From an optimization exercise on the open Yosys and OpenROAD flow, aimed at small area; shortcuts taken in it are not production practice. In this exercise RTL edits were held to simulation tests only and were not proved equivalent to the original. Power and IR drop assume default switching activity.

==> 09-08: inputs <==
Design router, start of the top module:
module router(input clk, rst,
              read_enb_0, read_enb_1, read_enb_2, pkt_valid,
              input [7:0] data_in,
              output vld_out_0, vld_out_1, vld_out_2, err, busy,
              output [7:0] data_out_0, data_out_1, data_out_2);
==> module fifo1, before the edit <==
module fifo1(input clk, rst, sft_rst, read_enb, write_enb, lfd_state,
             input [7:0] data_in,
             output reg [7:0] data_out,
             output empty, full);
reg [8:0] mem [0:15];
reg [4:0] w_ptr, r_ptr;
reg wrapped;
reg [5:0] temp;
wire rd = !empty && read_enb;
wire we = write_enb && !full;
wire valid = wrapped || (r_ptr[3:0] < w_ptr[3:0]);
wire [8:0] rdata = valid ? mem[r_ptr[3:0]] : 9'b0;
always @(posedge clk)
        if (we)
                mem[w_ptr[3:0]] <= {lfd_state, data_in};
always @(posedge clk)
        if (!rst || sft_rst) begin
                w_ptr <= 5'b0;
                wrapped <= 1'b0;
        end else if (we) begin
                w_ptr <= w_ptr + 1'b1;
                if (w_ptr[3:0] == 4'hf)
                        wrapped <= 1'b1;
        end
always @(posedge clk)
        if (!rst)
                r_ptr <= 5'b0;
        else if (rd)
                r_ptr <= r_ptr + 1'b1;
always @(posedge clk)
        if (!rst)
                data_out <= 8'b0;
        else if (rd)
                data_out <= rdata[7:0];
        else if (sft_rst || temp == 6'd0)
                data_out <= 8'b0;
always @(posedge clk)
        if (!rst || sft_rst)
                temp <= 6'b0;
        else if (rd) begin
                if (rdata[8])
                        temp <= rdata[7:2] + 1'b1;
                else if (temp != 6'd0)
                        temp <= temp - 1'b1;
        end
assign full = (w_ptr == 5'd16) && (r_ptr == 5'd0);
assign empty = (r_ptr == w_ptr);
endmodule
==> module timeout, before the edit <==
module timeout(input clk, rst, vld, read_enb, output reg sft_rst);
reg [4:0] count;
always @(posedge clk)
        if (!rst || !vld || read_enb) begin
                count <= 5'd0;
                sft_rst <= 1'b0;
        end else if (count == 5'd29) begin
                count <= 5'd0;
                sft_rst <= 1'b1;
        end else
                count <= count + 1'b1;
endmodule
make LEC_CHECK=0 CAP_MARGIN=20 CORE_MARGIN=2 CORE_UTILIZATION=70 CTS_CLUSTER_DIAMETER=100 CTS_CLUSTER_SIZE=20 SLEW_MARGIN=20 finish   # period 5.0 ns
run.sh (not shown) runs the stock make flow with config.mk's settings and CLKGATE_MAP_FILE= SYNTH_SCRIPT=/design/flow/synth_recipe.tcl, a recipe that flattens the netlist after the stock synthesis.
==> 07-06: changes against 09-08 <==
--- a/flow/design.v
+++ b/flow/design.v
@@ -5,11 +5,20 @@
 reg [8:0] mem [0:15];
 reg [4:0] w_ptr, r_ptr;
 reg wrapped;
-reg [5:0] temp;
+reg [5:0] temp;   
+wire temp_zero = &temp;
 wire rd = !empty && read_enb;
 wire we = write_enb && !full;
-wire valid = wrapped || (r_ptr[3:0] < w_ptr[3:0]);
-wire [8:0] rdata = valid ? mem[r_ptr[3:0]] : 9'b0;
+reg [15:0] sel;
+reg [8:0] rdata;
+integer i;
+always @(*) begin
+        rdata = 9'b0;
+        for (i = 0; i < 16; i = i + 1) begin
+                sel[i] = (r_ptr[3:0] == i) && (wrapped || w_ptr[3:0] > i);
+                rdata = rdata | ({9{sel[i]}} & mem[i]);
+        end
+end
 always @(posedge clk)
         if (we)
                 mem[w_ptr[3:0]] <= {lfd_state, data_in};
@@ -32,15 +41,15 @@
                 data_out <= 8'b0;
         else if (rd)
                 data_out <= rdata[7:0];
-        else if (sft_rst || temp == 6'd0)
+        else if (sft_rst || temp_zero)
                 data_out <= 8'b0;
 always @(posedge clk)
         if (!rst || sft_rst)
-                temp <= 6'b0;
+                temp <= 6'h3f;
         else if (rd) begin
                 if (rdata[8])
-                        temp <= rdata[7:2] + 1'b1;
-                else if (temp != 6'd0)
+                        temp <= rdata[7:2];
+                else if (!temp_zero)
                         temp <= temp - 1'b1;
         end
 assign full = (w_ptr == 5'd16) && (r_ptr == 5'd0);
@@ -77,11 +86,11 @@
         if (!rst || !vld || read_enb) begin
                 count <= 5'd0;
                 sft_rst <= 1'b0;
-        end else if (count == 5'd29) begin
+        end else if (count == 5'b11000) begin
                 count <= 5'd0;
                 sft_rst <= 1'b1;
         end else
-                count <= count + 1'b1;
+                count <= {count[3:0], ~(count[4] ^ count[2])};
 endmodule
 module fsm(input clk, rst, pkt_valid, parity_done,
            sft_rst_0, sft_rst_1, sft_rst_2,
==> flow/flow/run.sh (new file) <==
#!/bin/bash
# Standard layout, with a leaner clock tree (small buffers, no dummy loads)
# and the smallest buffer on the ports.
export CTS_ARGS="-sink_clustering_enable -repair_clock_nets -dont_use_dummy_load -buf_list sky130_fd_sc_hd__clkbuf_8 -sink_clustering_size 20 -sink_clustering_max_diameter 50"
export BUFFER_PORTS_ARGS="-buffer_cell sky130_fd_sc_hd__buf_1"
bash standard.sh > standard_run.log 2>&1
==> flow/standard.sh (new file) <==
#!/bin/bash
# synth_recipe.tcl (not shown) runs the flow's synth.tcl, then flattens the netlist and writes it again
# the make line also repeats each setting of config.mk as NAME=value (left out here)
make -C /OpenROAD-flow-scripts/flow DESIGN_CONFIG=/design/flow/config.mk WORK_HOME=/design/flow/orfs CLKGATE_MAP_FILE= SYNTH_SCRIPT=/design/flow/synth_recipe.tcl "${@:-finish}"
Settings changed: CTS_CLUSTER_DIAMETER 100 to not set, CTS_CLUSTER_SIZE 20 to not set.
removed: flow/run.sh
==> metrics.md <==
| Metric | Value |
|---|---|
| DIE HEIGHT | 186.7 µm |
| Run status | complete, no violations |
| Initial Util | 71.46% |
| Largest family of logic cells by synthesized area | multiplexers |
| Post-synth top area share | 56.54% |
the above is filed under 09-08

==> metrics.md <==
| Metric | Value |
|---|---|
| Run status | complete, no violations |
| Post-synth top area share | 58.77% |
| Largest family of logic cells by synthesized area | compound AO/OA/AOI/OAI gates |
| DIE HEIGHT | 183.2 µm |
| Initial Util | 71.24% |
the above is filed under 07-06



==> job 4573: inputs <==
router with an RTL version that a note above also has.
==> flow/config.mk <==
export PLATFORM = sky130hd
export DESIGN_NAME = router
export DESIGN_NICKNAME = router
export VERILOG_FILES = /design/flow/design.v
export SDC_FILE = /design/flow/constraint.sdc
export NUM_CORES = 4
export LEC_CHECK = 0
export CAP_MARGIN = 0
export CORE_MARGIN = 2
export CORE_UTILIZATION = 70
export GPL_TIMING_DRIVEN = 0
export SLEW_MARGIN = 0
==> flow/constraint.sdc <==
create_clock -name core_clock -period 5.0 [get_ports {clk}]
set_input_delay 1.0000 -clock core_clock [delete_from_list [all_inputs] [get_ports {clk}]]
set_output_delay 1.0000 -clock core_clock [all_outputs]
set_load 0.01 [all_outputs]
standard.sh (not shown) runs the stock make flow with config.mk's settings and CLKGATE_MAP_FILE= SYNTH_SCRIPT=/design/flow/synth_recipe.tcl, a recipe that flattens the netlist after the stock synthesis.
==> flow/flow/run.sh <==
#!/bin/bash
# Layout flow: the standard synthesis, its combinational logic re-mapped for
# area, then the standard layout steps with a leaner clock tree (clkbuf_8
# only, no dummy loads) and buf_1 cells as the port buffers.
set -euo pipefail
here=$(pwd)
flowdir=$here/flow
res=$here/orfs/results/$FLOW_PLATFORM/router/base
lib=$FLOW_HOME/platforms/$FLOW_PLATFORM/lib/sky130_fd_sc_hd__tt_025C_1v80.lib
YOSYS=$(command -v yosys || echo /OpenROAD-flow-scripts/tools/install/yosys/bin/yosys)

export CTS_ARGS="-sink_clustering_enable -repair_clock_nets -dont_use_dummy_load -buf_list sky130_fd_sc_hd__clkbuf_8 -sink_clustering_size 20 -sink_clustering_max_diameter 50"
export BUFFER_PORTS_ARGS="-buffer_cell sky130_fd_sc_hd__buf_1"

# 1. standard synthesis
bash standard.sh synth > synth_standard.log 2>&1

# 2. re-map the combinational logic
dont_use=""
for c in $(cat "$flowdir/dont_use.txt"); do dont_use="$dont_use -dont_use $c"; done
python3 "$flowdir/genmodels.py" "$lib" "$here/comb_models.v" > genmodels.log 2>&1
cp "$res/1_2_yosys.v" "$here/1_2_yosys.standard.v"
sed -e "s#@LIB@#$lib#g" -e "s#@MODELS@#$here/comb_models.v#" \
    -e "s#@NETLIST_IN@#$here/1_2_yosys.standard.v#" -e "s#@NETLIST_OUT@#$here/1_2_yosys.resynth.v#" \
    -e "s#@TOP@#$FLOW_TOP#" -e "s#@ABC_SCRIPT@#$flowdir/area.abc#" -e "s#@DONT_USE@#$dont_use#" \
    "$flowdir/resynth.ys.in" > resynth.ys
"$YOSYS" -s resynth.ys > resynth.log 2>&1
cp "$here/1_2_yosys.resynth.v" "$res/1_2_yosys.v"
rm -f "$res/1_synth.odb" "$res/1_synth.sdc"

# 3. the rest of the standard layout
bash standard.sh > layout_standard.log 2>&1
==> flow/flow/area.abc <==
&get -n
&st
&deepsyn -T 60
&dch -f
&nf -R 1000 -p
&put
==> flow/flow/resynth.ys.in <==
# Re-map the combinational logic of the standard synthesis's netlist.
# The flip-flops stay as they are (same instances, names and cell types);
# every combinational cell is replaced by its liberty function and the
# logic mapped again by ABC with an area-oriented script.
read_liberty -lib @LIB@
read_verilog @NETLIST_IN@
hierarchy -top @TOP@
techmap -map @MODELS@
opt -purge
techmap
opt -fast
abc -script @ABC_SCRIPT@ -liberty @LIB@ @DONT_USE@
setundef -zero
splitnets
opt_clean -purge
hilomap -singleton -hicell sky130_fd_sc_hd__conb_1 HI -locell sky130_fd_sc_hd__conb_1 LO
insbuf -buf sky130_fd_sc_hd__buf_4 A X
opt_clean -purge
rename -enumerate -pattern rs_%_ w:$* c:$*
stat -liberty @LIB@
write_verilog -noattr -nohex -nodec @NETLIST_OUT@
Other scripts of this flow, unchanged in this note and not shown: flow/flow/dont_use.txt, flow/flow/genmodels.py
==> job 8454 (differences from job 4573) <==
==> flow/flow/area.abc (replaced) <==
&get -n
&st
&deepsyn -T 60
&dch -f
&nf -R 1000 -p
&put
topo
stime -c
buffer -c
upsize -c
dnsize -c
stime -c
--- a/flow/flow/resynth.ys.in
+++ b/flow/flow/resynth.ys.in
@@ -9,7 +9,7 @@
 opt -purge
 techmap
 opt -fast
-abc -script @ABC_SCRIPT@ -liberty @LIB@ @DONT_USE@
+abc -D 5000 -script @ABC_SCRIPT@ -liberty @LIB@ @DONT_USE@
 setundef -zero
 splitnets
 opt_clean -purge
GPL_TIMING_DRIVEN = default   (was 0)
==> comparison table <==
item	job 4573	job 8454
Starting Density	71.4%	70.8%
Worst slack on hold paths	0.432 ns	0.431 ns
Status	failed layout checks	no timing/DRC/antenna violations
Violated checks	capacitance limit, slew limit	-
Sw Share	24.8%	25.0%
Post-Route WL	48.3 mm	49.9 mm
Met3 routed WL	4.92 mm	4.60 mm
Fraction of area in registers	70.4%	69.9%
Non-Clock Buffer Count	61	75
Data buffer area share	1.60%	1.82%
Avg Synthesized Cell Area	14.6 µm²	14.7 µm²
Pre-CTS setup slack	1.08 ns	1.54 ns
Proportion of power drawn by flip-flops and latches	67.1%	69.2%
Library cell contributing the largest single delay on the critical path	sky130_fd_sc_hd__o32ai_1	sky130_fd_sc_hd__dfxtp_1
Overall routing resource usage	31.9%	32.5%
Number of nets in the finished design	1526	1539
Clock network power	2.02 mW	2.00 mW
Number of global-route vias before repair	12700	12500
Met3 usage in global routing	4.87%	4.27%

[port drivers added, routing unchanged]
Ports are ideal in the flow. The routed layouts listed here were re-timed in OpenROAD.
Step 1 assumes that a clkbuf_16 drives the clock port and a buf_2 every other input.
Step 2 adds t to the input delays and takes it off the output delays; t is the mean of the earliest and latest rising clock arrival at the registers after step 1. Input paths then give back, and output paths get back, about the clock's delay inside the block.
Three values: ideal, step 1, step 2; two values: the first two.
run	t (ns)	slack for setup (ns)	hold slack, ns	worst slew at a driven data input, ns	cell pins on the clock port's net
09-08	0.589	1.494 / 1.459 / 1.494	0.473 / 0.473 / 0.473	0.05	1
07-06	0.612	1.550 / 1.550 / 1.550	0.461 / 0.461 / 0.461	0.10	1
job 4573	0.605	1.008 / 1.008 / 1.008	0.432 / 0.432 / 0.432	0.03	1
job 8454	0.609	1.292 / 1.240 / 1.379	0.431 / 0.431 / 0.431	0.03	1
